From an optimization exercise on the open Yosys and OpenROAD flow, aimed at small area; shortcuts taken in it are not production practice.
The RTL was checked by simulation tests, not by an equivalence proof against the original design.

## before
## tx_top
module tx_top #(
    parameter int FIFO_DEPTH      = 8,
    parameter int DESC_DEPTH      = 4,
    parameter int NUM_QUEUES      = 4,
    parameter int MAX_BURST_BEATS = 256,
    parameter int QID_W           = (NUM_QUEUES > 1) ? $clog2(NUM_QUEUES) : 1
) (
    input logic clk,
    input logic rst,
    input  logic [255:0]     s_axis_dma_tdata_i,
    input  logic [31:0]      s_axis_dma_tkeep_i,
    input  logic             s_axis_dma_tvalid_i,
    input  logic             s_axis_dma_tlast_i,
    input  logic [QID_W-1:0] s_axis_dma_tdest_i,
    output logic             s_axis_dma_tready_o,
    output logic [63:0] raw_data_o,
    output logic        raw_valid_o,
    output logic        raw_ready_o,
    output logic [63:0] pcs_data_o,
    output logic [1:0]  pcs_control_o,
    output logic        pcs_valid_o
);
For scale: ~2900 flip-flops, roughly 430 I/O pins, about 110000 sq um of cells after synthesis.
Settings: LEC_CHECK=0, ABC_CLOCK_PERIOD_IN_PS=10000, CAP_MARGIN=20, CORE_MARGIN=2, CORE_UTILIZATION=68, PLACE_DENSITY=0.76, SLEW_MARGIN=20; clock period 15.0 ns.
standard.sh (not shown) runs the stock make flow with config.mk's settings and CLKGATE_MAP_FILE= SYNTH_SCRIPT=/design/flow/synth_recipe.tcl, a recipe that flattens the netlist after the stock synthesis.
==> flow/flow/run.sh <==
#!/bin/bash
# Layout with a custom technology mapping of the logic, then the standard ORFS steps.
#  3. The final DEF, as standard.sh writes it.
# Each tool's full log: orfs_ref/logs and orfs/logs (ORFS), ref_synth.log and flow.log here.
set -euo pipefail
W="$(cd "$(dirname "$0")/.." && pwd)"
cd "$W"
sed -e "s#WORK_HOME=[^ ]*#WORK_HOME=$W/orfs_ref#" -e '/^if \[\[/,$d' standard.sh > std_ref.sh
bash std_ref.sh synth > ref_synth.log 2>&1
export MY_FLOW_DIR="$W/flow"
export REF_NETLIST="$W/orfs_ref/results/sky130hd/tx_top/base/1_2_yosys.v"
sed -e "s#SYNTH_SCRIPT=[^ ]*#SYNTH_SCRIPT=$W/flow/my_synth.tcl#" standard.sh > std_mine.sh
export BUFFER_PORTS_ARGS="-buffer_cell sky130_fd_sc_hd__buf_1"
export CTS_ARGS="-sink_clustering_enable -repair_clock_nets -buf_list sky130_fd_sc_hd__clkbuf_16 -sink_clustering_size 22 -sink_clustering_max_diameter 180 -dont_use_dummy_load"
bash std_mine.sh > flow.log 2>&1
==> flow/flow/area_nf.script <==
&get -n
&st
&dch
&nf -R 1000
&put
==> flow/flow/my_synth.tcl <==
# synth_recipe.tcl (the standard synthesis) with one change: ABC maps the logic with
# area_nf.script (choices + the &nf mapper with relaxed delay) instead of ORFS's script.
# Registers are mapped before ABC, so they and their names are the standard synthesis's;
# rename_regs.py then gives the few registers yosys leaves unnamed the standard's names.
set my_dir $::env(MY_FLOW_DIR)
proc synth {args} { yosys synth -nofsm -noshare {*}$args }
proc abc {args} {
  global my_dir
  set i [lsearch -exact $args -script]
  if {$i >= 0} { lset args [expr {$i + 1}] $my_dir/area_nf.script }
  yosys abc {*}$args
}
source $::env(SCRIPTS_DIR)/synth.tcl
# left out here: clear keep_hierarchy, flatten, clean up, hide names made inside functions, write 1_2_yosys.v
exec python3 $my_dir/rename_regs.py $::env(REF_NETLIST) $::env(RESULTS_DIR)/1_2_yosys.v >@ stdout 2>@ stderr
Other scripts of this flow, unchanged in this note and not shown: flow/flow/rename_regs.py
before was carried through to the last stage, and its layout satisfied the timing, DRC and antenna checks.
Inputs modified between before and after:
Settings: a change of PLACE_DENSITY from 0.76 to 0.74.
==> flow/flow/area_nf.script <==
&get -n
&st
&dch -f
&nf -R 1000 -p
&put
-- flow/flow/my_synth.tcl --
<<< before, line 1
# synth_recipe.tcl (the standard synthesis) with one change: ABC maps the logic with
# area_nf.script (choices + the &nf mapper with relaxed delay) instead of ORFS's script.
# Registers are mapped before ABC, so they and their names are the standard synthesis's;
>>> after, line 1
# synth_recipe.tcl (the standard synthesis) with one change: ABC maps the logic with
# area_nf.script (full choices + the &nf mapper with relaxed delay and pin permutation)
# instead of ORFS's script.
# Registers are mapped before ABC, so they and their names are the standard synthesis's;
==> run notes <==
Layout overhead on the synthesized area was lower in the run labelled after.
Going from before to after, share of final layout cell area taken by clock buffers and inverters neither gained nor lost much, worst slack on hold paths has increased, relative max-transition margin shows an increase of 5.7 points.
When after is measured against before, its minimum setup slack in the final design turns out 0.21 ns lower.

static timing again, ports no longer ideal:
In the flow no input, the clock included, has a driving cell. The finished layouts below were timed again as built, in two steps.
Step 1 sets driving cells, clkbuf_16 on the clock port and buf_2 on the other inputs (assumed; they add their load-dependent delay and slew).
Step 2 also shifts input and output timing later by t, the mid clock arrival at the registers, as if the neighbouring blocks saw the same clock.
Slacks: ideal / step 1 / step 2; pairs: ideal / step 1.
run | shift t [ns] | slack for setup (ns) | latest minus earliest clock arrival (ns)
before | 0.884 | 0.927 / 0.927 / 0.927 | 0.106 / 0.106
after | 0.911 | 0.720 / 0.720 / 0.720 | 0.066 / 0.066
After both steps every run listed still meets setup and hold.
